What follows belongs to an exercise in optimizing a design on an open flow for small area, a short achievable clock period and few clock cycles per item; a production flow would make more cautious choices.
At most, simulation tests tie the RTL to the original design; equivalence was not proved.
The RTL of run 3 was laid out without a check of its function.
In every run shown here, the design's own scripts or RTL, not TritonCTS, make the clock network.
No driver is modelled on the clock port, so clock power and skew are understated where the tree is cut down; a real chip needs a root buffer or a tree.
No activity file was given, so power comes from the tool's default toggle rates.

--- flow/design.v ---
`timescale 1ns / 1ps
`default_nettype none
module reorder(
    input  wire clk,
    input  wire rst,
    output wire  [9:0] granule_ch0_read_addr,
    input  wire [17:0] granule_ch0_read_data,
    output wire        granule_ch0_write_enable,
    output wire  [9:0] granule_ch0_write_addr,
    output wire [17:0] granule_ch0_write_data,
    output wire  [9:0] granule_ch1_read_addr,
    input  wire [17:0] granule_ch1_read_data,
    output wire        granule_ch1_write_enable,
    output wire  [9:0] granule_ch1_write_addr,
    output wire [17:0] granule_ch1_write_data,
    input  wire  [1:0] header_sampling_frequency,
    input  wire  [1:0] sideinfo_ch0_block_type,
    input  wire        sideinfo_ch0_window_switching_flag,
    input  wire        sideinfo_ch0_mixed_block_flag,
    input  wire  [1:0] sideinfo_ch1_block_type,
    input  wire        sideinfo_ch1_window_switching_flag,
    input  wire        sideinfo_ch1_mixed_block_flag,
    input  wire        stage_ready,
    output wire        stage_done
    );
	reg [9:0] idx;       
	reg [9:0] src;       
	reg [1:0] win;       
	reg [3:0] band;      
	reg [5:0] hm1;       
	reg       go;        
	reg       act;       
	reg       busy;      
	reg       done;
	reg [9:0] waddr;     
	reg       perm0, perm1;    
	wire [6:0] wm1  = {hm1, 1'b1};
	wire       win2 = win[1];
	wire       band_end = win2 & (src[7:1] == idx[7:1]);
	wire [9:0] step = win2 ? {2'b11, ~wm1, 1'b1} : {3'd0, wm1};
	wire [9:0] idx_inc;
	wire [9:0] src_sum;
	prefix_add10 inc_i (.a(idx), .b(10'd0), .ci(1'b1), .s(idx_inc));
	prefix_add10 add_s (.a(src), .b(step), .ci(~win2), .s(src_sum));
	reg [5:0] next_hm1;
	always @(*) begin
		case ({header_sampling_frequency[1], header_sampling_frequency[1] ? 1'b0 : header_sampling_frequency[0], band})
			{2'd0, 4'd0}: next_hm1 = 6'd1;
			{2'd0, 4'd1}: next_hm1 = 6'd1;
			{2'd0, 4'd2}: next_hm1 = 6'd1;
			{2'd0, 4'd3}: next_hm1 = 6'd2;
			{2'd0, 4'd4}: next_hm1 = 6'd3;
			{2'd0, 4'd5}: next_hm1 = 6'd4;
			{2'd0, 4'd6}: next_hm1 = 6'd5;
			{2'd0, 4'd7}: next_hm1 = 6'd6;
			{2'd0, 4'd8}: next_hm1 = 6'd8;
			{2'd0, 4'd9}: next_hm1 = 6'd10;
			{2'd0, 4'd10}: next_hm1 = 6'd14;
			{2'd0, 4'd11}: next_hm1 = 6'd27;
			{2'd1, 4'd0}: next_hm1 = 6'd1;
			{2'd1, 4'd1}: next_hm1 = 6'd1;
			{2'd1, 4'd2}: next_hm1 = 6'd1;
			{2'd1, 4'd3}: next_hm1 = 6'd2;
			{2'd1, 4'd4}: next_hm1 = 6'd2;
			{2'd1, 4'd5}: next_hm1 = 6'd4;
			{2'd1, 4'd6}: next_hm1 = 6'd5;
			{2'd1, 4'd7}: next_hm1 = 6'd6;
			{2'd1, 4'd8}: next_hm1 = 6'd7;
			{2'd1, 4'd9}: next_hm1 = 6'd9;
			{2'd1, 4'd10}: next_hm1 = 6'd12;
			{2'd1, 4'd11}: next_hm1 = 6'd32;
			{2'd2, 4'd0}: next_hm1 = 6'd1;
			{2'd2, 4'd1}: next_hm1 = 6'd1;
			{2'd2, 4'd2}: next_hm1 = 6'd1;
			{2'd2, 4'd3}: next_hm1 = 6'd2;
			{2'd2, 4'd4}: next_hm1 = 6'd3;
			{2'd2, 4'd5}: next_hm1 = 6'd5;
			{2'd2, 4'd6}: next_hm1 = 6'd7;
			{2'd2, 4'd7}: next_hm1 = 6'd9;
			{2'd2, 4'd8}: next_hm1 = 6'd12;
			{2'd2, 4'd9}: next_hm1 = 6'd16;
			{2'd2, 4'd10}: next_hm1 = 6'd20;
			{2'd2, 4'd11}: next_hm1 = 6'd5;
			default: next_hm1 = 6'd1;
		endcase
	end
	wire [9:0] src_next  = band_end ? idx_inc : src_sum;
	wire [3:0] band_next = band + {3'd0, band_end};
	wire short0 = sideinfo_ch0_window_switching_flag & (sideinfo_ch0_block_type == 2'd2);
	wire short1 = sideinfo_ch1_window_switching_flag & (sideinfo_ch1_block_type == 2'd2);
	wire ge3 = (band >= 4'd3);
	always @(posedge clk) begin
		waddr <= idx;
		go    <= ~rst & (stage_ready | (go & (idx != 10'd574)));
		act   <= ~rst & (stage_ready | go);
		busy  <= ~rst & (stage_ready | act);
		done  <= ~rst & act & ~go;
		perm0 <= short0 & (~sideinfo_ch0_mixed_block_flag | ge3);
		perm1 <= short1 & (~sideinfo_ch1_mixed_block_flag | ge3);
		if (go) begin
			idx   <= idx_inc;
			src   <= src_next;
			win   <= win2 ? 2'd0 : win + 2'd1;
			band  <= band_next;
			if (band_end)
				hm1 <= next_hm1;
		end else begin
			idx   <= {9'd0, stage_ready};
			src   <= {7'd0, stage_ready, 2'd0};
			win   <= {1'b0, stage_ready};
			band  <= 4'd0;
			hm1   <= 6'd1;
		end
	end
	assign granule_ch0_read_addr = perm0 ? src : idx;
	assign granule_ch1_read_addr = perm1 ? src : idx;
	assign granule_ch0_write_enable = busy;
	assign granule_ch1_write_enable = busy;
	assign granule_ch0_write_addr = waddr;
	assign granule_ch1_write_addr = waddr;
	assign granule_ch0_write_data = granule_ch0_read_data;
	assign granule_ch1_write_data = granule_ch1_read_data;
	assign stage_done = done;
endmodule
module prefix_add10(
    input  wire [9:0] a,
    input  wire [9:0] b,
    input  wire       ci,
    output wire [9:0] s
    );
	wire [9:0] p = a ^ b;
	wire [9:0] g = a & b;
	reg  [9:0] G, P, Gn, Pn;
	integer i, l;
	always @(*) begin
		G = g;
		P = p;
		G[0] = g[0] | (p[0] & ci);
		for (l = 1; l < 16; l = l * 2) begin
			Gn = G;
			Pn = P;
			for (i = 0; i < 10; i = i + 1)
				if ((i / l) % 2 == 1) begin
					Gn[i] = G[i] | (P[i] & G[(i / l) * l - 1]);
					Pn[i] = P[i] & P[(i / l) * l - 1];
				end
			G = Gn;
			P = Pn;
		end
	end
	assign s = p ^ {G[8:0], ci};
endmodule
--- flow/flow/run.sh ---
#!/bin/bash
# Standard layout, with three changes: the smallest buffer on the ports,
# adders left to ABC (no full/half-adder cells), and a clock tree of one
# level of clock buffers (flow/cts_one_buffer.tcl) in place of TritonCTS.
set -euo pipefail
rm -rf scripts
cp -r "$FLOW_HOME/scripts" scripts
python3 - <<'PY'
p = 'scripts/cts.tcl'
s = open(p).read()
old = 'log_cmd clock_tree_synthesis {*}$cts_args'
assert old in s
s = s.replace(old, 'source $::env(ONE_CTS_TCL)')
open(p, 'w').write(s)
PY
export SCRIPTS_DIR="$PWD/scripts"
export ONE_CTS_TCL="$PWD/flow/cts_one_buffer.tcl"
export ONE_CLKPORT=clk
export ONE_CLKBUF=sky130_fd_sc_hd__clkbuf_16
export ONE_CLKGROUPS=2
export BUFFER_PORTS_ARGS="-buffer_cell sky130_fd_sc_hd__buf_1"
export ADDER_MAP_FILE=
bash standard.sh > standard.log 2>&1
--- flow/flow/cts_one_buffer.tcl ---
# Clock tree of one level: the clock port drives ONE_CLKGROUPS (1, 2 or 4)
# clock buffers, each placed at the centre of its group of flip-flops (the
# flip-flops split at the median x, then at the median y).
set cts_block [ord::get_db_block]
set cts_dbu [$cts_block getDbUnitsPerMicron]
set cts_net [[$cts_block findBTerm $::env(ONE_CLKPORT)] getNet]
set cts_netname [$cts_net getName]
set cts_sinks {}
foreach it [$cts_net getITerms] {
  set bb [[$it getInst] getBBox]
  lappend cts_sinks [list [expr {([$bb xMin] + [$bb xMax]) / 2.0 / $cts_dbu}] \
    [expr {([$bb yMin] + [$bb yMax]) / 2.0 / $cts_dbu}] \
    "[[$it getInst] getName]/[[$it getMTerm] getName]"]
}
proc cts_split {sinks idx} {
  set s [lsort -real -index $idx $sinks]
  set h [expr {[llength $s] / 2}]
  return [list [lrange $s 0 [expr {$h - 1}]] [lrange $s $h end]]
}
set cts_groups [list $cts_sinks]
if {$::env(ONE_CLKGROUPS) >= 2} { set cts_groups [cts_split $cts_sinks 0] }
if {$::env(ONE_CLKGROUPS) >= 4} {
  set g {}
  foreach grp $cts_groups { lappend g {*}[cts_split $grp 1] }
  set cts_groups $g
}
set cts_i 0
foreach grp $cts_groups {
  set x 0.0
  set y 0.0
  set pins {}
  foreach s $grp {
    set x [expr {$x + [lindex $s 0]}]
    set y [expr {$y + [lindex $s 1]}]
    lappend pins [get_pins [lindex $s 2]]
  }
  set x [expr {$x / [llength $grp]}]
  set y [expr {$y / [llength $grp]}]
  set buf [sta::sta_to_db_inst [insert_buffer -buffer_cell $::env(ONE_CLKBUF) \
    -net $cts_netname -load_pins $pins -location [list $x $y] \
    -buffer_name clkbuf_one_$cts_i -net_name clknet_one_$cts_i]]
  foreach it [$buf getITerms] {
    if {[$it isOutputSignal]} {
      [$it getNet] setSigType CLOCK
      puts "cts_one_buffer: [$buf getName] at $x $y drives [llength $grp] sinks on [[$it getNet] getName]"
    }
  }
  incr cts_i
}
set_propagated_clock [all_clocks]
--- flow/standard.sh ---
#!/bin/bash
# synth_recipe.tcl (not shown) runs the flow's synth.tcl, then flattens the netlist and writes it again
# the make line also repeats each setting of config.mk as NAME=value (left out here)
make -C /OpenROAD-flow-scripts/flow DESIGN_CONFIG=/design/flow/config.mk WORK_HOME=/design/flow/orfs CLKGATE_MAP_FILE= SYNTH_SCRIPT=/design/flow/synth_recipe.tcl "${@:-finish}"
--- flow/config.mk ---
export PLATFORM = sky130hd
export DESIGN_NAME = reorder
export DESIGN_NICKNAME = reorder
export VERILOG_FILES = /design/flow/design.v
export SDC_FILE = /design/flow/constraint.sdc
export NUM_CORES = 4
export LEC_CHECK = 0
export ABC_AREA = 1
export CAP_MARGIN = 20
export CORE_MARGIN = 2
export CORE_UTILIZATION = 40
export PLACE_DENSITY = 0.8
export SETUP_SLACK_MARGIN = 2.1
export SLEW_MARGIN = 20
--- flow/constraint.sdc ---
create_clock -name core_clock -period 4.0 [get_ports {clk}]
set_input_delay 0.8000 -clock core_clock [delete_from_list [all_inputs] [get_ports {clk}]]
set_output_delay 0.8000 -clock core_clock [all_outputs]
set_load 0.01 [all_outputs]
==> results of run 1 <==
## sequential cells by signal, indices dropped and copies added, names as in the netlist
name   count
act        1
band       4
busy       1
done       1
go         1
hm1        6
idx       10
perm0      1
perm1      1
src       10
waddr     10
win        2
## routing by layer
metal  share of wire [%]  vias up  routed length [µm]  track usage, %
met5                   0        -                   0               0
met4                 1.7        0                 113           3.205
met3                 7.2       19                 484           2.012
met2                  48      145                3239           27.71
met1                  43     1196                2910           20.27
li1                    -     1350                   -               -
## worst paths after layout
check             slack [ns]   start                       end  cells past startpoint
hold reg to reg         0.36  idx[9]                  waddr[9]                      0
setup / recovery        2.16  idx[1]  granule_ch1_read_addr[1]                      3
setup reg to reg        2.21  src[5]                    src[7]                      9
hold / removal          0.36  idx[9]                  waddr[9]                      0
## cell families (layout without fill, tap and decap cells)
kind of cell | Yosys count | in the layout | share of synthesized area [%]
simple gates | 192 | 192 | 30.65
xor+xnor | 9 | 9 | 2.682
compound gates | 69 | 69 | 13.03
flops | 48 | 48 | 32.69
buf+inv | 114 | 122 | 20.95
## per-stage QoR
step / power [µW] / hold slack (ns) / setup slack (ns)
2_1_floorplan: 698.0 / 0.3308 / 2.281
3_3_place_gp: 695.7 / 0.3369 / 2.118
3_5_place_dp: 701.2 / 0.3505 / 2.053
4_1_cts: 910.9 / 0.3648 / 2.126
5_1_grt: 956.4 / 0.3757 / 2.085
6_report: 913.2 / 0.3602 / 2.158
## final cells by class, without the clock buffers
class                      count  area [µm²]
multi-input combinational    270        1363
tap                           99       123.9
inverter                      58       220.2
timing repair buffer          62       260.3
fill                         736        4180
sequential                    48       978.4
## power breakdown
part,leakage (µW),switching (µW),internal [µW]
combinational,0.000896,107,60.5
clock,0.0000246,123,91.9
sequential,0.000395,32.9,498
total,0.00132,263,651
## layout by cell type, fill, tap and decap left out, types with 2 or more instances in the layout
cell / n
buf_4: 7
nand3_2: 6
nand2_2: 9
nand4_1: 6
o21ai_0: 37
nor4_1: 2
dfxtp_4: 3
clkinv_1: 2
a31oi_1: 2
inv_2: 5
o22ai_1: 4
a32oi_1: 2
inv_1: 50
xor2_1: 7
o21ai_1: 9
nand3_1: 16
buf_1: 54
clkbuf_16: 2
a311oi_1: 2
nand3_4: 2
nor3_2: 2
nor3_1: 7
nor2_2: 2
nand2_1: 99
dfxtp_1: 40
dfxtp_2: 5
nor2_1: 37
xnor2_1: 2
a21oi_1: 10
## critical path: cells and delay by family (launching register included)
kind,cells,cell delay [ns]
flops,1,0.42
buf+inv,2,0.29
compound gates,1,0.18
## repair_timing
item                       CTS  global route
setup endpoints to repair   25            26
setup buffers                0             7
pin swaps                    0             2
resized for setup            3            11
==> results.sh, run 1 <==
export IMPL_status="no timing/DRC/antenna violations"
export IMPL_yosysSeqAreaShare_pct=32.69
export IMPL_placed_area_um2=2872
export IMPL_fin_area_um2=2995
export IMPL_dieArea_um2=8050
export IMPL_ys_ff_latch=48
export IMPL_layoutNonFillerInstCount=539
export IMPL_ios=128
export IMPL_hold_violations=0
export IMPL_hold_class="register to register"
export IMPL_grt_pass1_wl_mm=11.01
export IMPL_wl_per_cell_um=12.52
export IMPL_coreArea_um2=7176
export IMPL_synthCells=432
export IMPL_end_kind="output port"
export IMPL_synth_fp_nets=481
export IMPL_n_antenna_cell=0
export IMPL_synth_cell_types=34
export IMPL_start_util_pct=40.96
export IMPL_nNetsFinal=491
export IMPL_io_buffers=55
export IMPL_yosysWarnings=2
export IMPL_path_class="register to output port"
export IMPL_finalCritPeriodShare_pct=46.05
export IMPL_tns_ns=0
export IMPL_leakage_uw=0.001315
export IMPL_grt_setup_unrepaired="yes"
export IMPL_num_vias=2710
export IMPL_drive_above_1_share_pct=11.14
export IMPL_cp_start_kind="register"
export IMPL_vdd_drop_max_mv=0.1944
export IMPL_globalplace_congestion=0.9446
export IMPL_cp_max_fo=5
export IMPL_grt_overflow=0
export IMPL_antenna_left=0
export IMPL_max_stage_delay_ns=0.42
export IMPL_period_needed_ns=1.842
export IMPL_die_h_um=89.72
export IMPL_arrival_ns=1.04
export IMPL_die_w_um=89.72
export IMPL_slew_headroom_pct=63.13
export IMPL_maxCapViolations=0
export IMPL_dp_final_hpwl_mm=5.171
export IMPL_synth_top_area_share_pct=32.69
export IMPL_clkTransAtPathRegs_ns=0.09
export IMPL_maxSlewViolCount=0
export IMPL_synth_main_ff_cell="dfxtp_1"
export IMPL_ctsHoldBuffers=0
export IMPL_drcViolationCount=0
export IMPL_crit_chain="inv_1 -> o21ai_0 -> buf_1"
export IMPL_yosysTopAreaCell="dfxtp_1"
export IMPL_clk_latency_ns=0.16
export IMPL_synth_edf_count=0
export IMPL_num_rows=31
export IMPL_dp_cells=530
export IMPL_fin_util_pct=41.74
export IMPL_max_freq_mhz=542.9
export IMPL_grt_max_degree=25
export IMPL_slowest_stage="dfxtp_1"
export IMPL_track_usage_pct=15.56
export IMPL_via_per_inst=5.028
export IMPL_drt_pass1_iterations=6
export IMPL_finClkSkew_ns=0.007649
export IMPL_grt_antenna_before_repair=0
export IMPL_p_per_area_nw_per_um2=304.9
export IMPL_area_growth_pct=1.916
export IMPL_drt_initial_drc_count=199
export IMPL_grt_pass1_vias=2486
export IMPL_wirelength_mm=6.747
export IMPL_synthTopCellsByCount="nand2_1 (99), inv_1 (50), buf_4 (48), dfxtp_1 (48), o21ai_0 (38)"
export IMPL_ys_top_cells_by_area="dfxtp_1 (33%), nand2_1 (13%), buf_4 (12%)"
export IMPL_setup_viol=0
export IMPL_synth_most_common_cell="nand2_1"
export IMPL_required_ns=3.20
export IMPL_avgSynthCellArea_um2=6.803
export IMPL_syn_area_um2=2939
export IMPL_ys_async_sr_fraction_pct=0
export IMPL_worst_pin_slew_ns=0.5524
Testbench counts, summed over its fixed seeds: cycles 73,728, granules 128.
==> run 2, diff against run 1 <==
--- a/flow/config.mk
+++ b/flow/config.mk
@@ -9,6 +9,6 @@
 export CAP_MARGIN = 20
 export CORE_MARGIN = 2
 export CORE_UTILIZATION = 40
-export PLACE_DENSITY = 0.8
-export SETUP_SLACK_MARGIN = 2.1
+export PLACE_DENSITY = 0.6
+export SETUP_SLACK_MARGIN = 2.0
 export SLEW_MARGIN = 20
==> results.sh, run 2 <==
export IMPL_io_buffers=55
export IMPL_nNetsFinal=484
export IMPL_leakage_uw=0.001280
export IMPL_hold_violations=0
export IMPL_wl_per_cell_um=12.12
export IMPL_fin_total_pwr_uw=905.7
export IMPL_synth_fp_nets=481
export IMPL_slowest_stage="dfxtp_2"
export IMPL_final_common_cell="nand2_1"
export IMPL_finClkSkew_ns=0.007172
export IMPL_grt_max_degree=25
export IMPL_max_stage_delay_ns=0.54
export IMPL_setup_viol=0
export IMPL_ys_top_cells_by_area="dfxtp_1 (33%), nand2_1 (13%), buf_4 (12%)"
export IMPL_startpoint="perm1"
export IMPL_antenna_left=0
export IMPL_holdCritStartpoint="idx[9]"
export IMPL_hold_class="register to register"
export IMPL_place_ws_ns=2.073
export IMPL_maxSlewViolCount=0
export IMPL_syn_area_um2=2939
export IMPL_status="no timing/DRC/antenna violations"
export IMPL_slew_headroom_pct=59.74
export IMPL_grt_pass1_wl_mm=10.94
export IMPL_max_freq_mhz=528.7
export IMPL_globalplace_congestion=0.9117
export IMPL_wirelength_mm=6.446
export IMPL_dieArea_um2=8050
export IMPL_clk_latency_ns=0.16
export IMPL_fin_area_um2=2925
export IMPL_cp_max_fo=20
export IMPL_arrival_ns=1.09
export IMPL_ctsHoldBuffers=0
export IMPL_dp_final_hpwl_mm=4.964
export IMPL_track_usage_pct=15.45
export IMPL_grt_antenna_before_repair=0
export IMPL_yosysWarnings=2
export IMPL_postCtsSetupRepairBufs=0
export IMPL_num_vias=2560
export IMPL_cts_resized=2
export IMPL_maxCapViolations=0
export IMPL_required_ns=3.20
export IMPL_n_antenna_cell=0
export IMPL_crit_cells=3
export IMPL_vdd_drop_max_mv=0.1903
export IMPL_p_per_area_nw_per_um2=309.6
export IMPL_avgSynthCellArea_um2=6.803
export IMPL_r2r_cells=4
export IMPL_via_per_inst=4.812
export IMPL_drcViolationCount=0
export IMPL_grt_setup_unrepaired="yes"
export IMPL_synth_edf_count=0
export IMPL_crit_chain="nand2_1 -> o21ai_0 -> buf_1"
export IMPL_path_buf_inv=1
export IMPL_cp_endpoint="granule_ch1_read_addr[4]"
export IMPL_yosysTopAreaCell="dfxtp_1"
export IMPL_finalCritPeriodShare_pct=47.29
export IMPL_period_needed_ns=1.892
export IMPL_die_h_um=89.72
export IMPL_synth_top_area_share_pct=32.69
export IMPL_synth_most_common_cell="nand2_1"
export IMPL_synth_main_ff_cell="dfxtp_1"
export IMPL_clkTransAtPathRegs_ns=0.10
export IMPL_synth_cell_types=34
export IMPL_grt_overflow=0
export IMPL_synthTopCellsByCount="nand2_1 (99), inv_1 (50), buf_4 (48), dfxtp_1 (48), o21ai_0 (38)"
export IMPL_tns_ns=0
export IMPL_holdPathStages=0
export IMPL_r2r_start="go"
export IMPL_start_util_pct=40.96
export IMPL_final_cell_mix="nand2_1 (99), buf_1 (55), inv_1 (50), dfxtp_1 (45), o21ai_0 (38)"
export IMPL_rrSetupSlack_ns=2.17
export IMPL_grt_pass1_vias=2349
export IMPL_ys_ff_latch=48
export IMPL_crit_family="flip-flops"
export IMPL_area_growth_pct=-0.4681
export IMPL_synthCells=432
export IMPL_worst_pin_slew_ns=0.6031
export IMPL_top_regs="idx x10, src x10, waddr x10"
export IMPL_placed_area_um2=2872
export IMPL_ios=128
export IMPL_yosysSeqAreaShare_pct=32.69
export IMPL_ys_async_sr_fraction_pct=0
export IMPL_coreArea_um2=7176
export IMPL_die_w_um=89.72
export IMPL_path_class="register to output port"
export IMPL_num_rows=31
export IMPL_drt_pass1_iterations=4
export IMPL_worst_r2r_endpoint="src[5]"
export IMPL_cp_start_kind="register"
export IMPL_fin_ws_ns=2.108
export IMPL_end_kind="output port"
export IMPL_drive_above_1_share_pct=8.314
export IMPL_drt_initial_drc_count=127
-- run 2: metrics by stage --
stage          util [%]  hold WS [ns]  cells
2_1_floorplan         -        0.3308    432
3_3_place_gp      40.02        0.3381    530
3_5_place_dp      40.02        0.3455    530
4_1_cts           40.75        0.3617    532
5_1_grt           40.77        0.3862    532
6_report          40.77        0.3604    532
-- run 2: worst reg2reg max path, delay by kind of cell (launching register included) --
| kind | cells | cell delay, ns |
|---|---|---|
| buffers and inverters | 1 | 0.47 |
| AOI/OAI and AO/OA | 2 | 0.22 |
| and+or+nand+nor | 1 | 0.36 |
| DFF | 1 | 0.72 |
-- run 2: worst min path at each step --
stage               end
2_1_floorplan  waddr[9]
3_3_place_gp   waddr[9]
3_5_place_dp   waddr[9]
4_1_cts        waddr[9]
5_1_grt        waddr[9]
6_report       waddr[9]
-- run 2: layout make-up, without the clock buffers --
type / count / area (µm²)
fill: 761 / 4250
multi-input combinational: 270 / 1363
sequential: 48 / 964.7
inverter: 58 / 217.7
timing repair buffer: 55 / 206.4
tap: 99 / 123.9
-- run 2: report_power, final --
group | total [µW] | switching, µW | leakage, µW | internal, µW
Combinational | 157 | 101 | 0.000863 | 56.4
Sequential | 531 | 32.3 | 0.000392 | 499
Clock | 217 | 125 | 0.0000246 | 92.0
-- run 2: cells by family after synthesis --
group                     share of synthesized area (%)
xor gates and xnor gates                          2.682
DFF                                               32.69
and+or+nand+nor                                   30.65
AOI/OAI and AO/OA                                 13.03
buffers and inverters                             20.95
-- run 2: per-layer routing --
layer | share of wire (%) | GRT usage, % | up-vias
met5 | 0 | 0 | -
met4 | 0.95 | 1.667 | 0
met3 | 4.4 | 1.509 | 9
met2 | 48 | 28.16 | 61
met1 | 47 | 20.48 | 1149
li1 | - | - | 1341
==> run 3, diff against run 2 <==
--- a/flow/design.v
+++ b/flow/design.v
@@ -26,6 +26,7 @@
 	reg [9:0] idx;       
 	reg [9:0] src;       
 	reg [1:0] win;       
+	reg       back;      
 	reg [3:0] band;      
 	reg [5:0] hm1;       
 	reg       go;        
@@ -37,11 +38,11 @@
 	wire [6:0] wm1  = {hm1, 1'b1};
 	wire       win2 = win[1];
 	wire       band_end = win2 & (src[7:1] == idx[7:1]);
-	wire [9:0] step = win2 ? {2'b11, ~wm1, 1'b1} : {3'd0, wm1};
+	wire [9:0] step = back ? {2'b11, ~wm1, 1'b1} : {3'd0, wm1};
 	wire [9:0] idx_inc;
 	wire [9:0] src_sum;
 	prefix_add10 inc_i (.a(idx), .b(10'd0), .ci(1'b1), .s(idx_inc));
-	prefix_add10 add_s (.a(src), .b(step), .ci(~win2), .s(src_sum));
+	prefix_add10 add_s (.a(src), .b(step), .ci(~back), .s(src_sum));
 	reg [5:0] next_hm1;
 	always @(*) begin
 		case ({header_sampling_frequency[1], header_sampling_frequency[1] ? 1'b0 : header_sampling_frequency[0], band})
@@ -101,6 +102,7 @@
 			idx   <= idx_inc;
 			src   <= src_next;
 			win   <= win2 ? 2'd0 : win + 2'd1;
+			back  <= win[0];
 			band  <= band_next;
 			if (band_end)
 				hm1 <= next_hm1;
@@ -108,6 +110,7 @@
 			idx   <= {9'd0, stage_ready};
 			src   <= {7'd0, stage_ready, 2'd0};
 			win   <= {1'b0, stage_ready};
+			back  <= 1'b0;
 			band  <= 4'd0;
 			hm1   <= 6'd1;
 		end
--- a/flow/config.mk
+++ b/flow/config.mk
@@ -10,5 +10,5 @@
 export CORE_MARGIN = 2
 export CORE_UTILIZATION = 40
 export PLACE_DENSITY = 0.6
-export SETUP_SLACK_MARGIN = 2.0
+export SETUP_SLACK_MARGIN = 2.1
 export SLEW_MARGIN = 20
==> results.sh, run 3 <==
export IMPL_layoutNonFillerInstCount=551
export IMPL_wl_per_cell_um=13.03
export IMPL_maxCapViolations=0
export IMPL_synth_top_area_share_pct=32.68
export IMPL_grt_pass1_vias=2498
export IMPL_arrival_ns=1.07
export IMPL_num_vias=2726
export IMPL_max_stage_delay_ns=0.41
export IMPL_power_switching_uw=267.5
export IMPL_yosysWarnings=2
export IMPL_combPwrFrac_pct=18.0
export IMPL_synth_main_ff_cell="dfxtp_1"
export IMPL_finalCritPeriodShare_pct=46.78
export IMPL_drt_initial_drc_count=176
export IMPL_drt_pass1_iterations=4
export IMPL_clk_latency_ns=0.16
export IMPL_io_buffers=55
export IMPL_grt_max_degree=26
export IMPL_nNetsFinal=503
export IMPL_synth_cell_types=34
export IMPL_power_frac_clock_pct=23.6
export IMPL_slew_headroom_pct=53.61
export IMPL_end_kind="output port"
export IMPL_holdPathStages=0
export IMPL_ys_async_sr_fraction_pct=0
export IMPL_grt_antenna_before_repair=0
export IMPL_grt_pass1_wl_mm=11.57
export IMPL_setup_viol=0
export IMPL_hold_violations=0
export IMPL_yosysTopAreaCell="dfxtp_1"
export IMPL_p_per_area_nw_per_um2=306.1
export IMPL_p_seq_share_pct=58.4
export IMPL_drive_above_1_share_pct=9.071
export IMPL_num_rows=31
export IMPL_status="no timing/DRC/antenna violations"
export IMPL_dp_cells=547
export IMPL_area_growth_pct=0.9172
export IMPL_tns_ns=0
export IMPL_drcViolationCount=0
export IMPL_clkTransAtPathRegs_ns=0.10
export IMPL_dp_final_hpwl_mm=5.509
export IMPL_path_class="register to output port"
export IMPL_synth_most_common_cell="nand2_1"
export IMPL_cp_start_kind="register"
export IMPL_max_freq_mhz=534.4
export IMPL_synth_fp_nets=498
export IMPL_yosysSeqAreaShare_pct=32.68
export IMPL_synth_edf_count=0
export IMPL_cp_max_fo=6
export IMPL_r2r_cells=9
export IMPL_ys_ff_latch=49
export IMPL_synthTopCellsByCount="nand2_1 (112), inv_1 (59), dfxtp_1 (49), buf_4 (47), o21ai_0 (37)"
export IMPL_worst_pin_slew_ns=0.6949
export IMPL_syn_area_um2=3002
export IMPL_crit_chain="inv_1 -> o21ai_0 -> buf_1"
export IMPL_top_regs="idx x10, src x10, waddr x10"
export IMPL_finClkSkew_ns=0.01130
export IMPL_r2r_start="src[3]"
export IMPL_worst_r2r_endpoint="src[8]"
export IMPL_ctsHoldBuffers=0
export IMPL_hold_class="register to register"
export IMPL_track_usage_pct=16.45
export IMPL_final_cell_mix="nand2_1 (111), inv_1 (58), buf_1 (55), dfxtp_1 (39), o21ai_0 (34)"
export IMPL_n_antenna_cell=0
export IMPL_holdCritStartpoint="idx[8]"
export IMPL_avgSynthCellArea_um2=6.685
export IMPL_vdd_drop_max_mv=0.1834
export IMPL_start_util_pct=41.38
export IMPL_wirelength_mm=7.178
export IMPL_globalplace_congestion=0.8524
export IMPL_required_ns=3.20
export IMPL_p_sw_share_pct=28.86
export IMPL_grt_setup_unrepaired="yes"
export IMPL_rrSetupSlack_ns=2.23
export IMPL_slowest_stage="dfxtp_2"
export IMPL_maxSlewViolCount=0
export IMPL_grt_overflow=0
export IMPL_p_int_uw=659.6
export IMPL_final_common_cell="nand2_1"
export IMPL_die_w_um=90.63
export IMPL_ys_top_cells_by_area="dfxtp_1 (33%), nand2_1 (14%), buf_4 (12%)"
export IMPL_ios=128
export IMPL_leakage_uw=0.001331
export IMPL_via_per_inst=4.947
export IMPL_coreArea_um2=7253
export IMPL_synthCells=449
export IMPL_dieArea_um2=8213
export IMPL_hold_end="waddr[8]"
export IMPL_period_needed_ns=1.871
export IMPL_antenna_left=0
export IMPL_die_h_um=90.63
==> run 3: worst max path at each step <==
stage | start | end | cells after the start
floorplan | granule_ch0_read_data[0] | granule_ch0_write_data[0] | 1
global placement | perm0 | granule_ch0_read_addr[5] | 2
detailed placement | perm0 | granule_ch0_read_addr[5] | 2
CTS | perm0 | granule_ch0_read_addr[5] | 3
global route | src[5] | band[3] | 9
finish | idx[5] | granule_ch1_read_addr[5] | 3
==> run 3: cell families (layout without fill, tap and decap cells) <==
family	count (synthesis)	count (layout)	synth area share (%)
buffers and inverters	120	122	21.22
DFF	49	49	32.68
and+or+nand+nor	197	198	29.76
AOI/OAI and AO/OA	75	75	14.01
xor gates and xnor gates	8	8	2.334
==> run 3: critical path, delay by kind of cell, from the launching register on <==
kind,cells,cell delay (ns)
buffers and inverters,2,0.27
DFF,1,0.41
AOI/OAI and AO/OA,1,0.23
==> run 3: power by group through the flow <==
stage	Clock, µW	Combinational, µW	Sequential [µW]
final	219	167	541
after global routing	244	190	545
after CTS	226	163	541
after detailed placement	0	161	552
after global placement	0	160	551
after floorplan	0	168	540
==> run 3: timing repair <==
item	4_1_cts	5_1_grt
pin swaps	0	1
resized for setup	7	14
buffers inserted	0	1
cloned	0	1
endpoints found under the setup margin	24	29
==> run 3: final cells by class, without the clock buffers <==
type,instances,area (µm²)
Multi-Input combinational cell,281,1400
Fill cell,791,4224
Tap cell,99,123.9
Timing Repair Buffer,56,214.0
Inverter,64,240.2
Sequential cell,49,1001
==> run 3: per-layer routing <==
layer	vias to the layer above	wire (µm)	GRT usage, %
met5	-	0	0
met4	0	159	3.974
met3	15	446	1.669
met2	86	3327	29.54
met1	1222	3245	21.07
li1	1403	-	-
==> run 3: through the flow <==
step,total power [µW],setup slack [ns],util (%),hold slack [ns],area (µm²)
floorplan,708.2,2.281,-,0.3308,3002
global placement,711.8,2.023,40.47,0.3374,2935
detailed placement,713.6,2.018,40.47,0.3458,2935
CTS,930.4,2.074,41.28,0.3627,2994
global route,978.5,2.084,41.76,0.3769,3029
finish,927.2,2.129,41.76,0.3640,3029
==> run 4, diff against run 3 <==
--- a/flow/design.v
+++ b/flow/design.v
@@ -26,7 +26,6 @@
 	reg [9:0] idx;       
 	reg [9:0] src;       
 	reg [1:0] win;       
-	reg       back;      
 	reg [3:0] band;      
 	reg [5:0] hm1;       
 	reg       go;        
@@ -38,11 +37,11 @@
 	wire [6:0] wm1  = {hm1, 1'b1};
 	wire       win2 = win[1];
 	wire       band_end = win2 & (src[7:1] == idx[7:1]);
-	wire [9:0] step = back ? {2'b11, ~wm1, 1'b1} : {3'd0, wm1};
+	wire [9:0] step = win2 ? {2'b11, ~wm1, 1'b1} : {3'd0, wm1};
 	wire [9:0] idx_inc;
 	wire [9:0] src_sum;
 	prefix_add10 inc_i (.a(idx), .b(10'd0), .ci(1'b1), .s(idx_inc));
-	prefix_add10 add_s (.a(src), .b(step), .ci(~back), .s(src_sum));
+	prefix_add10 add_s (.a(src), .b(step), .ci(~win2), .s(src_sum));
 	reg [5:0] next_hm1;
 	always @(*) begin
 		case ({header_sampling_frequency[1], header_sampling_frequency[1] ? 1'b0 : header_sampling_frequency[0], band})
@@ -102,7 +101,6 @@
 			idx   <= idx_inc;
 			src   <= src_next;
 			win   <= win2 ? 2'd0 : win + 2'd1;
-			back  <= win[0];
 			band  <= band_next;
 			if (band_end)
 				hm1 <= next_hm1;
@@ -110,7 +108,6 @@
 			idx   <= {9'd0, stage_ready};
 			src   <= {7'd0, stage_ready, 2'd0};
 			win   <= {1'b0, stage_ready};
-			back  <= 1'b0;
 			band  <= 4'd0;
 			hm1   <= 6'd1;
 		end
--- a/flow/flow/run.sh
+++ b/flow/flow/run.sh
@@ -1,10 +1,12 @@
 #!/bin/bash
-# Standard layout, with three changes: the smallest buffer on the ports,
+# Standard layout, with four changes: the smallest buffer on the ports,
+# an ABC mapping script of its own (flow/abc_area.script),
 # adders left to ABC (no full/half-adder cells), and a clock tree of one
 # level of clock buffers (flow/cts_one_buffer.tcl) in place of TritonCTS.
 set -euo pipefail
 rm -rf scripts
 cp -r "$FLOW_HOME/scripts" scripts
+cp flow/abc_area.script scripts/abc_area.script
 python3 - <<'PY'
 p = 'scripts/cts.tcl'
 s = open(p).read()
==> flow/flow/abc_area.script (new file) <==
strash
dch
map -B 0.5
topo
stime -c
buffer -c
upsize -c
dnsize -c
==> results.sh, run 4 <==
export IMPL_status="no timing/DRC/antenna violations"
export IMPL_p_sw_share_pct=28.04
export IMPL_p_seq_share_pct=57.9
export IMPL_drcViolationCount=0
export IMPL_final_common_cell="nand2_1"
export IMPL_io_buffers=55
export IMPL_wirelength_mm=6.633
export IMPL_setup_viol=0
export IMPL_combPwrFrac_pct=18.4
export IMPL_leakage_uw=0.001104
export IMPL_p_per_area_nw_per_um2=308.6
export IMPL_multi_input_area_um2=1343
export IMPL_final_cell_mix="nand2_1 (78), buf_1 (53), inv_1 (41), dfxtp_1 (38), o21ai_0 (32)"
export IMPL_num_vias=2569
export IMPL_wl_met3_um=280
export IMPL_fin_area_um2=2945
export IMPL_tns_ns=0
export IMPL_coreArea_um2=6869
export IMPL_start_util_pct=41.86
export IMPL_grt_pass1_wl_mm=10.35
export IMPL_clkTransAtPathRegs_ns=0.09
export IMPL_synth_edf_count=0
export IMPL_avgSynthCellArea_um2=7.135
export IMPL_wl_per_cell_um=13.11
export IMPL_power_frac_clock_pct=23.7
export IMPL_track_usage_pct=15.97
export IMPL_vdd_drop_max_mv=0.1659
export IMPL_dp_final_hpwl_mm=4.913
export IMPL_holdCritStartpoint="idx[8]"
export IMPL_grt_setup_unrepaired="yes"
export IMPL_antenna_left=0
export IMPL_fin_util_pct=42.88
export IMPL_via_per_inst=5.077
export IMPL_grt_antenna_before_repair=0
export IMPL_num_rows=30
export IMPL_grt_overflow=0
export IMPL_p_int_uw=654.1
export IMPL_top_regs="idx x10, src x10, waddr x10"
export IMPL_r2r_start="win[1]"
export IMPL_dieArea_um2=7882
export IMPL_yosysTopAreaCell="dfxtp_1"
export IMPL_fillers=732
export IMPL_die_h_um=88.78
export IMPL_startpoint="idx[2]"
export IMPL_met2_length_mm=3.141
export IMPL_power_switching_uw=254.9
export IMPL_nNetsFinal=461
export IMPL_ios=128
export IMPL_synth_top_area_share_pct=33.42
export IMPL_max_freq_mhz=530.6
export IMPL_met1_length_mm=3.101
export IMPL_drt_initial_drc_count=185
export IMPL_synthTopCellsByCount="nand2_1 (79), dfxtp_1 (48), buf_4 (47), inv_1 (42), o21ai_0 (36)"
export IMPL_end_kind="output port"
export IMPL_hold_violations=0
export IMPL_n_antenna_cell=0
export IMPL_worst_pin_slew_ns=0.5534
export IMPL_ys_async_sr_fraction_pct=0
export IMPL_maxSlewViolCount=0
export IMPL_area_growth_pct=2.437
export IMPL_drt_pass1_iterations=4
export IMPL_drive_above_1_share_pct=11.46
export IMPL_required_ns=3.20
export IMPL_regArea_um2=978.4
export IMPL_synth_cell_types=42
export IMPL_synthCells=403
export IMPL_ys_top_cells_by_area="dfxtp_1 (33%), buf_4 (12%), nand2_1 (10%)"
export IMPL_path_class="register to output port"
export IMPL_globalplace_congestion=0.8833
export IMPL_slew_headroom_pct=63.07
export IMPL_hold_class="register to register"
export IMPL_synth_most_common_cell="nand2_1"
export IMPL_cp_start_kind="register"
export IMPL_cp_max_fo=5
export IMPL_die_w_um=88.78
export IMPL_ys_ff_latch=48
export IMPL_synth_fp_nets=452
export IMPL_grt_pass1_vias=2200
export IMPL_clk_latency_ns=0.16
export IMPL_maxCapViolations=0
export IMPL_finalCritPeriodShare_pct=47.12
export IMPL_placed_area_um2=2778
export IMPL_grt_max_degree=25
export IMPL_syn_area_um2=2875
export IMPL_synth_main_ff_cell="dfxtp_1"
export IMPL_top_layer_used="met4"
export IMPL_yosysWarnings=2
export IMPL_arrival_ns=1.08
export IMPL_yosysSeqAreaShare_pct=33.42
export IMPL_period_needed_ns=1.885
export IMPL_finClkSkew_ns=0.008579
## run 4: cell types whose count changed after synthesis, moves of 3 or more
cell,previous run,this run
a21oi_1,17,26
a31oi_1,3,6
inv_1,59,42
inv_2,5,1
nand2_1,112,79
nand3_1,19,8
nand3_2,6,3
nand3b_1,1,4
nor2_1,30,26
o2111ai_1,4,0
## run 4: critical path, stage by stage, from the launching register on
cell     delay, ns
dfxtp_1       0.41
inv_2         0.08
o21ai_0       0.25
buf_1         0.19
## run 4: what timing repair did
item,CTS,global route
setup buffers,0,7
cloned,0,1
endpoints found under the setup margin,38,20
pin swaps,0,5
gates resized for setup,8,19
hold buffers,0,0
## run 4: cell families (layout without fill, tap and decap cells)
kind of cell              after synthesis  in the layout  synth area share (%)
AOI/OAI and AO/OA                      96             96                 19.89
DFF                                    48             48                 33.42
and+or+nand+nor                       147            148                 23.19
xor gates and xnor gates                9              9                 2.742
buffers and inverters                 103            109                 20.76
## run 4: path summary, 6_finish.rpt
check,to,slack (ns),cells after the start
worst min register to register,waddr[8],0.38,0
worst max register to register,src[6],2.18,10
worst min-delay path,waddr[8],0.38,0
worst max-delay path,granule_ch0_read_addr[2],2.12,3
## run 4: per-stage QoR
step / setup slack (ns) / total power (µW) / instances / hold slack [ns]
final: 2.115 / 909.0 / 506 / 0.3821
after global routing: 2.074 / 955.4 / 506 / 0.3940
after CTS: 2.082 / 891.5 / 498 / 0.3797
after detailed placement: 1.711 / 681.2 / 496 / 0.3666
after global placement: 1.790 / 679.5 / 496 / 0.3624
after floorplan: 2.281 / 684.6 / 403 / 0.3508
## run 4: cell type report, without the clock buffers
class	instances	area share, %
repair buffers	63	9.558
inverters	44	5.862
multi-input cells	253	45.58
well taps	96	4.078
flip-flops and latches	48	33.22
## run 4: layer usage
layer | GRT usage, % | vias up
met2 | 28.02 | 72
li1 | - | 1295
met4 | 2.893 | 0
met5 | 0 | -
met1 | 21.85 | 1188
met3 | 0.8396 | 14
## run 4: power groups by stage
stage / sequential, µW / combinational, µW / clock [µW]
after global routing: 530 / 185 / 240
after detailed placement: 536 / 145 / 0
after CTS: 524 / 148 / 220
after floorplan: 526 / 158 / 0
after global placement: 535 / 144 / 0
final: 526 / 167 / 216
Testbench counts of run 4, summed over its fixed seeds: cycles 73,728, granules 128.
==> run 5, diff against run 4 <==
==> flow/flow/abc_area.script (replaced) <==
strash
dch
dch
map -B 0.9
topo
stime -c
buffer -c
upsize -c
dnsize -c
--- a/flow/config.mk
+++ b/flow/config.mk
@@ -10,5 +10,5 @@
 export CORE_MARGIN = 2
 export CORE_UTILIZATION = 40
 export PLACE_DENSITY = 0.6
-export SETUP_SLACK_MARGIN = 2.1
+export SETUP_SLACK_MARGIN = 2.2
 export SLEW_MARGIN = 20
==> results.sh, run 5 <==
export IMPL_cp_max_fo=5
export IMPL_max_freq_mhz=563.5
export IMPL_synth_edf_count=0
export IMPL_dieArea_um2=7781
export IMPL_syn_area_um2=2836
export IMPL_grt_pass1_wl_mm=10.44
export IMPL_final_cell_mix="nand2_1 (102), inv_1 (49), buf_1 (40), dfxtp_1 (36), nor2_1 (34)"
export IMPL_status="no timing/DRC/antenna violations"
export IMPL_period_needed_ns=1.775
export IMPL_drt_initial_drc_count=141
export IMPL_layoutNonFillerInstCount=524
export IMPL_io_buffers=55
export IMPL_ys_async_sr_fraction_pct=0
export IMPL_globalplace_congestion=0.8389
export IMPL_wl_per_cell_um=12.52
export IMPL_path_class="register to output port"
export IMPL_fin_total_pwr_uw=891.2
export IMPL_avgSynthCellArea_um2=6.770
export IMPL_drive_above_1_share_pct=15.42
export IMPL_arrival_ns=0.97
export IMPL_yosysWarnings=2
export IMPL_cp_start_kind="register"
export IMPL_num_rows=30
export IMPL_nNetsFinal=479
export IMPL_area_growth_pct=5.205
export IMPL_fillers=743
export IMPL_tns_ns=0
export IMPL_synth_fp_nets=468
export IMPL_ys_top_cells_by_area="dfxtp_1 (34%), nand2_1 (14%), buf_4 (13%)"
export IMPL_p_per_area_nw_per_um2=298.7
export IMPL_via_per_inst=4.905
export IMPL_antenna_left=0
export IMPL_clkTransAtPathRegs_ns=0.10
export IMPL_finClkSkew_ns=0.01053
export IMPL_slew_headroom_pct=76.64
export IMPL_synthTopCellsByCount="nand2_1 (104), inv_1 (49), buf_4 (48), dfxtp_1 (48), o21ai_0 (35)"
export IMPL_drt_pass1_iterations=4
export IMPL_clk_latency_ns=0.16
export IMPL_ios=128
export IMPL_die_h_um=88.21
export IMPL_leakage_uw=0.001364
export IMPL_grt_antenna_before_repair=0
export IMPL_grt_setup_unrepaired="yes"
export IMPL_ctsHoldBuffers=0
export IMPL_die_w_um=88.21
export IMPL_setup_viol=0
export IMPL_required_ns=3.20
export IMPL_end_kind="output port"
export IMPL_coreArea_um2=6832
export IMPL_n_antenna_cell=0
export IMPL_maxCapViolations=0
export IMPL_yosysSeqAreaShare_pct=33.88
export IMPL_dp_final_hpwl_mm=4.927
export IMPL_worst_pin_slew_ns=0.3500
export IMPL_final_common_cell="nand2_1"
export IMPL_synth_cell_types=36
export IMPL_synthCells=419
export IMPL_grt_max_degree=25
export IMPL_maxSlewViolCount=0
export IMPL_wirelength_mm=6.560
export IMPL_track_usage_pct=16.16
export IMPL_grt_overflow=0
export IMPL_vdd_drop_max_mv=0.1916
export IMPL_whs_ns=0.3594
export IMPL_synth_main_ff_cell="dfxtp_1"
export IMPL_top_regs="idx x10, src x10, waddr x10"
export IMPL_synth_top_area_share_pct=33.88
export IMPL_start_util_pct=41.52
export IMPL_drcViolationCount=0
export IMPL_finalCritPeriodShare_pct=44.36
export IMPL_dp_cells=515
export IMPL_ys_ff_latch=48
export IMPL_hold_class="register to register"
export IMPL_synth_most_common_cell="nand2_1"
export IMPL_hold_violations=0
export IMPL_num_vias=2570
export IMPL_grt_pass1_vias=2236
export IMPL_yosysTopAreaCell="dfxtp_1"
==> run 5: cell count changes in the layout (fill, tap and decap cells not counted), moves of 6 or more <==
cell | before | now
a21oi_1 | 26 | 20
buf_1 | 53 | 40
buf_2 | 0 | 8
inv_1 | 41 | 49
nand2_1 | 78 | 102
nand3_1 | 8 | 15
nand3_2 | 3 | 10
nor2_1 | 26 | 34
nor3_1 | 10 | 3
o21ai_0 | 32 | 22
==> run 5: cell type report, without the clock buffers <==
class	instances	area (µm²)	share of cell area, %
inverter	55	210.2	7.044
sequential	48	993.5	33.29
timing repair buffer	62	294.0	9.853
tap	96	120.1	4.025
multi-input combinational	261	1316	44.11
==> run 5: cell families (layout without fill, tap and decap cells) <==
family	count (synthesis)	in the layout	share of synthesized area [%]
buf+inv	110	119	21.22
compound gates	77	77	15.75
xor+xnor	6	6	1.853
flops	48	48	33.88
simple gates	178	178	27.30
==> run 5: worst paths after layout <==
kind         cells past startpoint                       end   start  slack (ns)
max                              3  granule_ch0_read_addr[0]  idx[0]        2.23
min                              0                  waddr[8]  idx[8]        0.36
max reg2reg                     11                    src[9]  idx[0]        2.35
min reg2reg                      0                  waddr[8]  idx[8]        0.36
==> run 5: critical path, stage by stage, from the launching register on <==
cell and delay, ns:
dfxtp_4 0.39, inv_1 0.08, o21ai_0 0.16, buf_1 0.18
==> run 5: through the flow <==
| stage | util (%) | area [µm²] | worst slack (ns) |
|---|---|---|---|
| 2_1_floorplan | - | 2836 | 2.281 |
| 3_3_place_gp | 40.53 | 2769 | 2.007 |
| 3_5_place_dp | 40.53 | 2769 | 1.973 |
| 4_1_cts | 41.79 | 2855 | 2.207 |
| 5_1_grt | 43.68 | 2984 | 2.159 |
| 6_report | 43.68 | 2984 | 2.225 |
==> run 5: where the power goes <==
part	switching (µW)	total, µW	internal, µW
clock network	124	216	92.0
registers	28.7	524	496
logic	93.7	151	57.0
total	246	891	645
==> run 5: layer usage <==
layer  vias up  GRT usage (%)  wire [µm]
li1       1319              -          -
met1      1175          22.18       3061
met2        61          27.82       3110
met3        15          1.119        271
met4         0          3.857        117
met5         -              0          0
==> run 5: repair_timing <==
action,4_1_cts,5_1_grt
endpoints found under the setup margin,40,31
resized for setup,13,53
pin swaps,1,2
endpoints found under the hold margin,0,0
setup buffers,2,5
==> run 6, diff against run 5 <==
==> flow/flow/abc_area.script (replaced) <==
strash
dc2
dch
dch
map -B 0.9
topo
stime -c
buffer -c
upsize -c
dnsize -c
--- a/flow/config.mk
+++ b/flow/config.mk
@@ -10,5 +10,5 @@
 export CORE_MARGIN = 2
 export CORE_UTILIZATION = 40
 export PLACE_DENSITY = 0.6
-export SETUP_SLACK_MARGIN = 2.2
+export SETUP_SLACK_MARGIN = 2.1
 export SLEW_MARGIN = 20
==> results.sh, run 6 <==
export IMPL_vdd_drop_max_mv=0.1964
export IMPL_finClkSkew_ns=0.007127
export IMPL_top_regs="idx x10, src x10, waddr x10"
export IMPL_wirelength_mm=6.426
export IMPL_crit_chain="buf_4 -> o21ai_0 -> buf_1"
export IMPL_synth_fp_nets=442
export IMPL_synthCells=393
export IMPL_slew_headroom_pct=53.58
export IMPL_ys_top_cells_by_area="dfxtp_1 (34%), buf_4 (12%), nand2_1 (11%)"
export IMPL_holdCritStartpoint="idx[8]"
export IMPL_clk_latency_ns=0.16
export IMPL_path_class="register to output port"
export IMPL_die_w_um=88.03
export IMPL_p_int_uw=653.3
export IMPL_coreArea_um2=6832
export IMPL_yosysSeqAreaShare_pct=34.03
export IMPL_fin_ws_ns=2.160
export IMPL_worst_r2r_endpoint="hm1[1]"
export IMPL_nNetsFinal=452
export IMPL_syn_area_um2=2824
export IMPL_num_rows=30
export IMPL_rrSetupSlack_ns=2.23
export IMPL_avgSynthCellArea_um2=7.186
export IMPL_clkTransAtPathRegs_ns=0.10
export IMPL_drt_pass1_iterations=4
export IMPL_busiest_layer="met2"
export IMPL_grt_setup_unrepaired="yes"
export IMPL_n_antenna_cell=0
export IMPL_status="no timing/DRC/antenna violations"
export IMPL_setup_viol=0
export IMPL_io_buffers=55
export IMPL_antenna_left=0
export IMPL_fillers=750
export IMPL_synth_top_area_share_pct=34.03
export IMPL_synth_edf_count=0
export IMPL_hold_class="register to register"
export IMPL_dieArea_um2=7748
export IMPL_max_freq_mhz=543.5
export IMPL_dp_final_hpwl_mm=4.743
export IMPL_yosysWarnings=2
export IMPL_ys_async_sr_fraction_pct=0
export IMPL_worst_pin_slew_ns=0.6953
export IMPL_cp_max_fo=10
export IMPL_hold_violations=0
export IMPL_slowest_stage="dfxtp_4"
export IMPL_end_kind="output port"
export IMPL_holdPathStages=0
export IMPL_ys_ff_latch=48
export IMPL_maxSlewViolCount=0
export IMPL_met1_usage_pct=23.04
export IMPL_tns_ns=0
export IMPL_synthTopCellsByCount="nand2_1 (81), dfxtp_1 (48), buf_4 (47), inv_1 (45), o21ai_0 (36)"
export IMPL_globalplace_congestion=0.8035
export IMPL_grt_antenna_before_repair=0
export IMPL_start_util_pct=41.34
export IMPL_area_growth_pct=1.949
export IMPL_hold_end="waddr[8]"
export IMPL_grt_max_degree=25
export IMPL_grt_overflow=0
export IMPL_drcViolationCount=0
export IMPL_met2_usage_pct=27.13
export IMPL_synth_most_common_cell="nand2_1"
export IMPL_p_per_area_nw_per_um2=315.1
export IMPL_maxCapViolations=0
export IMPL_synth_main_ff_cell="dfxtp_1"
export IMPL_required_ns=3.20
export IMPL_drive_above_1_share_pct=14.21
export IMPL_period_needed_ns=1.840
export IMPL_track_usage_pct=15.94
export IMPL_arrival_ns=1.04
export IMPL_r2r_start="idx[4]"
export IMPL_p_seq_share_pct=58.6
export IMPL_die_h_um=88.03
export IMPL_whs_ns=0.3937
export IMPL_wl_per_cell_um=12.93
export IMPL_power_switching_uw=253.8
export IMPL_num_vias=2379
export IMPL_yosysTopAreaCell="dfxtp_1"
export IMPL_met3_usage_pct=1.131
export IMPL_combPwrFrac_pct=17.8
export IMPL_ios=128
export IMPL_finalCritPeriodShare_pct=46.00
export IMPL_place_ws_ns=1.875
export IMPL_synth_cell_types=46
export IMPL_cp_start_kind="register"
export IMPL_p_sw_share_pct=27.98
export IMPL_path_buf_inv=2
export IMPL_r2r_cells=9
export IMPL_crit_family="flip-flops"
export IMPL_leakage_uw=0.001224
export IMPL_grt_pass1_vias=2119
export IMPL_final_cell_mix="nand2_1 (81), buf_1 (51), inv_1 (44), dfxtp_1 (39), o21ai_0 (34)"
export IMPL_max_stage_delay_ns=0.35
export IMPL_final_common_cell="nand2_1"
export IMPL_drt_initial_drc_count=99
export IMPL_grt_pass1_wl_mm=10.12
export IMPL_via_per_inst=4.787
export IMPL_power_frac_clock_pct=23.6
[run 6: cell types whose count changed in the layout (fill, tap and decap cells not counted), sizes merged, moves of 3 or more]
cell,change
clkbuf,-3
o31ai,+3
nand2,-18
xor2,+3
nand3,-9
o2111ai,-3
nor2,-6
o21ai,+4
buf,+4
o22ai,-3
inv,-3
[run 6: power groups by stage]
| stage | clock [µW] | combinational, µW | sequential (µW) |
|---|---|---|---|
| after global routing | 238 | 185 | 536 |
| final | 214 | 161 | 532 |
| after floorplan | 0 | 165 | 531 |
| after global placement | 0 | 148 | 544 |
| after detailed placement | 0 | 149 | 545 |
| after CTS | 225 | 153 | 534 |
[run 6: worst max-delay path by stage]
stage / from / endpoint / slack, ns / depth (start not counted)
2_1_floorplan: granule_ch0_read_data[0] / granule_ch0_write_data[0] / 2.28 / 1
3_3_place_gp: win[1] / band[3] / 1.92 / 9
3_5_place_dp: win[1] / src[7] / 1.87 / 7
4_1_cts: idx[1] / src[9] / 2.11 / 13
5_1_grt: src[0] / src[9] / 2.03 / 15
6_report: perm1 / granule_ch1_read_addr[4] / 2.16 / 3
[run 6: area by class of cell, without the clock buffers]
class,count,area [µm²],share of cell area (%)
sequential,48,979.7,34.03
inverter,52,195.2,6.780
tap,96,120.1,4.172
multi-input combinational,236,1262,43.85
timing repair buffer,63,271.5,9.431
[run 6: timing repair]
item,4_1_cts,5_1_grt
pin swaps,1,0
hold endpoints to repair,0,0
hold buffers,0,0
setup endpoints to repair,38,30
buffers inserted,3,5
resized for setup,4,19
[run 6: through the flow]
step	instance area (µm²)	util [%]	total power, µW	cells
6_report	2879	42.14	907.1	497
3_5_place_dp	2730	39.96	693.5	487
4_1_cts	2806	41.08	911.7	492
3_3_place_gp	2730	39.96	692.1	487
2_1_floorplan	2824	-	695.7	393
5_1_grt	2879	42.14	959.2	497
[run 6: cells by family (layout without fill, tap and decap cells)]
logic type,count (synthesis),in the layout,synth area share (%)
flip-flops,48,48,34.03
XOR/XNOR,11,11,3.412
buffers and inverters,109,117,21.80
AND/OR/NAND/NOR,146,146,24.15
AO/OA/AOI/OAI,79,79,16.62
[run 6: per-layer routing]
layer | wire length [µm] | up-vias
li1 | - | 1231
met4 | 36 | 0
met5 | 0 | -
met1 | 2964 | 1073
met2 | 2998 | 66
met3 | 426 | 9
==> run 7, diff against run 6 <==
==> flow/flow/abc_area.script (replaced) <==
strash
dch
dch
dch
map -B 0.9
topo
stime -c
buffer -c
upsize -c
dnsize -c
==> results.sh, run 7 <==
export IMPL_status="no timing/DRC/antenna violations"
export IMPL_grt_antenna_before_repair=0
export IMPL_vdd_drop_max_mv=0.2021
export IMPL_clkTransAtPathRegs_ns=0.09
export IMPL_nNetsFinal=471
export IMPL_coreArea_um2=6869
export IMPL_finClkSkew_ns=0.01277
export IMPL_synth_edf_count=0
export IMPL_ys_top_cells_by_area="dfxtp_1 (34%), nand2_1 (13%), buf_4 (13%)"
export IMPL_met2_length_mm=3.078
export IMPL_rrSetupSlack_ns=2.27
export IMPL_r2r_start="win[1]"
export IMPL_required_ns=3.20
export IMPL_maxSlewViolCount=0
export IMPL_slew_headroom_pct=71.91
export IMPL_ctsHoldBuffers=0
export IMPL_start_util_pct=41.58
export IMPL_num_vias=2491
export IMPL_ios=128
export IMPL_drive_above_1_share_pct=10.71
export IMPL_synth_cell_types=35
export IMPL_dp_final_hpwl_mm=5.155
export IMPL_slowest_stage="dfxtp_1"
export IMPL_arrival_ns=1.03
export IMPL_fin_total_pwr_uw=899.5
export IMPL_grt_setup_unrepaired="yes"
export IMPL_via_per_inst=4.828
export IMPL_wirelength_mm=6.565
export IMPL_maxCapViolations=0
export IMPL_num_rows=30
export IMPL_yosysWarnings=2
export IMPL_wl_per_cell_um=12.72
export IMPL_grt_pass1_vias=2264
export IMPL_yosysSeqAreaShare_pct=33.64
export IMPL_synth_simple_gate_area_share_pct=27.33
export IMPL_synth_xor_area_share_pct=1.533
export IMPL_ys_ff_latch=48
export IMPL_hold_class="register to register"
export IMPL_syn_area_um2=2856
export IMPL_cp_endpoint="granule_ch1_read_addr[6]"
export IMPL_die_w_um=88.51
export IMPL_leakage_uw=0.001292
export IMPL_grt_pass1_wl_mm=10.57
export IMPL_yosysTopAreaCell="dfxtp_1"
export IMPL_r2r_cells=9
export IMPL_track_usage_pct=16.50
export IMPL_antenna_left=0
export IMPL_fin_area_um2=2922
export IMPL_n_antenna_cell=0
export IMPL_top_layer_used="met4"
export IMPL_worst_pin_slew_ns=0.4209
export IMPL_synth_fp_nets=464
export IMPL_placed_area_um2=2778
export IMPL_synth_top_area_share_pct=33.64
export IMPL_drt_pass1_iterations=4
export IMPL_wl_met3_um=306
export IMPL_dieArea_um2=7833
export IMPL_cp_start_kind="register"
export IMPL_avgSynthCellArea_um2=6.883
export IMPL_startpoint="idx[6]"
export IMPL_whs_ns=0.3943
export IMPL_end_kind="output port"
export IMPL_final_cell_mix="nand2_1 (99), buf_1 (54), inv_1 (47), dfxtp_1 (36), o21ai_0 (31)"
export IMPL_ys_async_sr_fraction_pct=0
export IMPL_cp_max_fo=6
export IMPL_io_buffers=55
export IMPL_die_h_um=88.51
export IMPL_hold_violations=0
export IMPL_crit_chain="inv_1 -> o21ai_0 -> buf_1"
export IMPL_fillers=732
export IMPL_holdPathStages=0
export IMPL_worst_r2r_endpoint="src[7]"
export IMPL_drcViolationCount=0
export IMPL_synthCells=415
export IMPL_max_freq_mhz=545.7
export IMPL_clk_latency_ns=0.16
export IMPL_path_class="register to output port"
export IMPL_p_per_area_nw_per_um2=307.9
export IMPL_globalplace_congestion=0.8428
export IMPL_grt_overflow=0
export IMPL_period_needed_ns=1.832
export IMPL_synthAdderAreaFrac_pct=0
export IMPL_max_stage_delay_ns=0.44
export IMPL_tns_ns=0
export IMPL_synthTopCellsByCount="nand2_1 (100), buf_4 (48), dfxtp_1 (48), inv_1 (48), o21ai_0 (34)"
export IMPL_setup_viol=0
export IMPL_holdCritStartpoint="idx[0]"
export IMPL_finalCritPeriodShare_pct=45.81
export IMPL_drt_initial_drc_count=96
export IMPL_synth_compound_area_share_pct=16.34
export IMPL_final_common_cell="nand2_1"
export IMPL_synth_mux_area_share_pct=0
export IMPL_synth_top_family_by_area="simple AND/OR/NAND/NOR gates"
export IMPL_top_regs="idx x10, src x10, waddr x10"
export IMPL_synth_main_ff_cell="dfxtp_1"
export IMPL_synth_most_common_cell="nand2_1"
export IMPL_area_growth_pct=2.278
export IMPL_met1_length_mm=3.058
export IMPL_grt_max_degree=25
[run 7: report_power, final]
part	leakage (µW)	total [µW]	switching, µW	internal (µW)
registers	0.000397	527	29.0	498
clock network	0.0000246	214	122	91.9
logic	0.000870	158	101	57.1
[run 7: worst min path at each step]
stage	to
after floorplan	waddr[9]
after global placement	waddr[3]
after detailed placement	waddr[9]
after CTS	waddr[3]
after global routing	waddr[0]
final	waddr[0]
[run 7: timing repair]
| action | CTS | global route |
|---|---|---|
| pin swaps | 0 | 2 |
| buffers inserted | 0 | 4 |
| cloned | 0 | 0 |
| resized for setup | 8 | 17 |
| endpoints found under the setup margin | 40 | 32 |
[run 7: cells by family after synthesis]
kind of cell    count (synthesis)
compound gates                 82
buf+inv                       109
simple gates                  171
xor+xnor                        5
flops                          48
[run 7: layout make-up, without the clock buffers]
class	count	area, µm²	area share, %
well taps	96	120.1	4.111
multi-input cells	258	1319	45.14
repair buffers	59	250.2	8.565
inverters	53	198.9	6.809
flip-flops and latches	48	983.4	33.66
[run 7: routing by layer]
metal | global-route usage (%) | vias up
met5 | 0 | -
met4 | 2.893 | 0
met3 | 1.213 | 13
met2 | 29.12 | 57
met1 | 22.39 | 1115
li1 | - | 1306
[run 7: metrics by stage]
stage	util (%)	setup WS [ns]	cells
floorplan	-	2.281	415
global placement	40.44	1.740	510
detailed placement	40.44	1.689	510
CTS	41.49	2.120	512
global route	42.53	2.083	516
finish	42.53	2.168	516
[run 7: critical path: cells and delay by family, from the launching register on]
family | cells | cell delay (ns)
buf+inv | 2 | 0.28
flops | 1 | 0.44
compound gates | 1 | 0.16
==> run 8, diff against run 7 <==
==> flow/flow/abc_area.script (replaced) <==
strash
dch
dch
map -B 0.9
topo
stime -c
buffer -c
upsize -c
dnsize -c
--- a/flow/config.mk
+++ b/flow/config.mk
@@ -9,6 +9,6 @@
 export CAP_MARGIN = 20
 export CORE_MARGIN = 2
 export CORE_UTILIZATION = 40
-export PLACE_DENSITY = 0.6
+export PLACE_DENSITY = 0.8
 export SETUP_SLACK_MARGIN = 2.1
 export SLEW_MARGIN = 20
==> results.sh, run 8 <==
export IMPL_coreArea_um2=6832
export IMPL_ys_ff_latch=48
export IMPL_ys_async_sr_fraction_pct=0
export IMPL_yosysSeqAreaShare_pct=33.88
export IMPL_drt_initial_drc_count=204
export IMPL_cp_max_fo=5
export IMPL_slew_headroom_pct=58.07
export IMPL_grt_overflow=0
export IMPL_n_antenna_cell=0
export IMPL_avgSynthCellArea_um2=6.770
export IMPL_met1_usage_pct=20.13
export IMPL_synth_fp_nets=468
export IMPL_synth_mux_area_share_pct=0
export IMPL_via_per_inst=4.985
export IMPL_hold_class="register to register"
export IMPL_required_ns=3.20
export IMPL_grt_pass1_wl_mm=9.735
export IMPL_synth_most_common_cell="nand2_1"
export IMPL_arrival_ns=1.02
export IMPL_synth_top_family_by_area="simple AND/OR/NAND/NOR gates"
export IMPL_synth_main_ff_cell="dfxtp_1"
export IMPL_dp_final_hpwl_mm=4.909
export IMPL_worst_pin_slew_ns=0.6281
export IMPL_final_common_cell="nand2_1"
export IMPL_num_rows=30
export IMPL_hold_violations=0
export IMPL_synthAdderAreaFrac_pct=0
export IMPL_synth_compound_area_share_pct=15.75
export IMPL_maxCapViolations=0
export IMPL_die_h_um=88.21
export IMPL_clkTransAtPathRegs_ns=0.09
export IMPL_grt_setup_unrepaired="yes"
export IMPL_antenna_left=0
export IMPL_drcViolationCount=0
export IMPL_busiest_layer="met2"
export IMPL_area_growth_pct=1.279
export IMPL_drt_pass1_iterations=4
export IMPL_drive_above_1_share_pct=8.255
export IMPL_finalCritPeriodShare_pct=45.48
export IMPL_grt_pass1_vias=2172
export IMPL_max_freq_mhz=549.7
export IMPL_yosysTopAreaCell="dfxtp_1"
export IMPL_synth_simple_gate_area_share_pct=27.30
export IMPL_fillers=713
export IMPL_cp_start_kind="register"
export IMPL_grt_max_degree=25
export IMPL_clk_latency_ns=0.16
export IMPL_fin_total_pwr_uw=880.3
export IMPL_met2_usage_pct=26.32
export IMPL_start_util_pct=41.52
export IMPL_nNetsFinal=475
export IMPL_wl_per_cell_um=11.99
export IMPL_grt_antenna_before_repair=0
export IMPL_synth_cell_types=36
export IMPL_synth_edf_count=0
export IMPL_tns_ns=0
export IMPL_synthTopCellsByCount="nand2_1 (104), inv_1 (49), buf_4 (48), dfxtp_1 (48), o21ai_0 (35)"
export IMPL_path_class="register to output port"
export IMPL_syn_area_um2=2836
export IMPL_end_kind="output port"
export IMPL_dieArea_um2=7781
export IMPL_globalplace_congestion=0.9347
export IMPL_wirelength_mm=6.236
export IMPL_p_per_area_nw_per_um2=306.4
export IMPL_die_w_um=88.21
export IMPL_ios=128
export IMPL_io_buffers=55
export IMPL_synth_top_area_share_pct=33.88
export IMPL_leakage_uw=0.001261
export IMPL_maxSlewViolCount=0
export IMPL_num_vias=2592
export IMPL_met3_usage_pct=1.306
export IMPL_synthCells=419
export IMPL_finClkSkew_ns=0.008735
export IMPL_track_usage_pct=14.91
export IMPL_vdd_drop_max_mv=0.1685
export IMPL_final_cell_mix="nand2_1 (104), buf_1 (55), inv_1 (49), dfxtp_1 (40), o21ai_0 (35)"
export IMPL_status="no timing/DRC/antenna violations"
export IMPL_ctsHoldBuffers=0
export IMPL_yosysWarnings=2
export IMPL_synth_xor_area_share_pct=1.853
export IMPL_ys_top_cells_by_area="dfxtp_1 (34%), nand2_1 (14%), buf_4 (13%)"
export IMPL_period_needed_ns=1.819
export IMPL_setup_viol=0
export IMPL_top_regs="idx x10, src x10, waddr x10"
[run 8: changes by cell type after synthesis, sizes merged, moves of 2 or more]
cell	previous run	this run
a32oi	3	1
o22ai	2	4
o21ai	45	38
nand2	103	106
nor2	33	37
o211ai	1	3
a21oi	19	21
[run 8: path summary, 6_finish.rpt]
kind         startpoint                        to  slack [ns]  cells after the start
max              idx[2]  granule_ch1_read_addr[2]        2.18                      3
min              idx[8]                  waddr[8]        0.36                      0
max reg2reg      idx[1]                    src[9]        2.25                     10
min reg2reg      idx[8]                  waddr[8]        0.36                      0
[run 8: area by class of cell, without the clock buffers]
cell class | count | area (µm²) | area share, %
multi-input cells | 261 | 1285 | 44.73
flip-flops and latches | 48 | 978.4 | 34.06
repair buffers | 58 | 229.0 | 7.970
inverters | 55 | 210.2 | 7.317
well taps | 96 | 120.1 | 4.181
[run 8: metrics by stage]
step                utilization, %  setup slack, ns  cell area (µm²)  hold WS (ns)  instances
floorplan                        -            2.281             2836        0.3308        419
global placement             40.53            2.115             2769        0.3367        515
detailed placement           40.53            1.991             2769        0.3387        515
CTS                          41.32            2.117             2823        0.3563        517
global route                 42.05            2.063             2873        0.3688        520
finish                       42.05            2.181             2873        0.3551        520
[run 8: logic make-up after synthesis]
family                    Yosys count
buffers and inverters             110
xor gates and xnor gates            6
DFF                                48
and+or+nand+nor                   178
AOI/OAI and AO/OA                  77
[run 8: worst max-delay path, cell delays in order, from the launching register on]
cell and delay (ns):
dfxtp_1 0.41, inv_1 0.12, o21ai_0 0.17, buf_1 0.17
[run 8: what timing repair did]
action	CTS	global route
resized for setup	3	11
cloned	0	0
buffers inserted	0	3
endpoints found under the setup margin	33	35
hold endpoints to repair	0	0
pin swaps	0	1
[run 8: per-layer routing]
layer	up-vias	wire length [µm]
li1	1309	-
met4	0	116
met3	11	469
met2	106	2900
met5	-	0
met1	1166	2751
[run 8: where the power goes]
group	switching (µW)	internal, µW
clock	120	91.8
sequential	30.3	497
combinational	89.6	51.6
total	240	640

-- static timing again, ports no longer ideal --
The flow's constraints put no driver on any port. The routed layouts listed below were extracted and timed again, unchanged, in two steps. Step 1 sets driving cells, clkbuf_16 on the clock port and buf_2 on the other inputs (assumed; they add their load-dependent delay and slew). Step 2 also shifts input and output timing later by t, the mid clock arrival at the registers, as if the neighbouring blocks saw the same clock. Slacks: ideal ports / drivers / drivers and shift; pairs: ideal ports / drivers.
run	t, ns	setup WS [ns]
run 1	0.203	2.158 / 2.110 / 2.167
run 2	0.206	2.108 / 2.058 / 2.108
run 3	0.212	2.129 / 2.075 / 2.175
run 4	0.203	2.115 / 2.070 / 2.083
run 5	0.208	2.225 / 2.174 / 2.219
run 6	0.203	2.160 / 2.112 / 2.096
run 7	0.205	2.168 / 2.119 / 2.215
run 8	0.206	2.181 / 2.129 / 2.210
After both steps setup and hold are still met in every run listed.
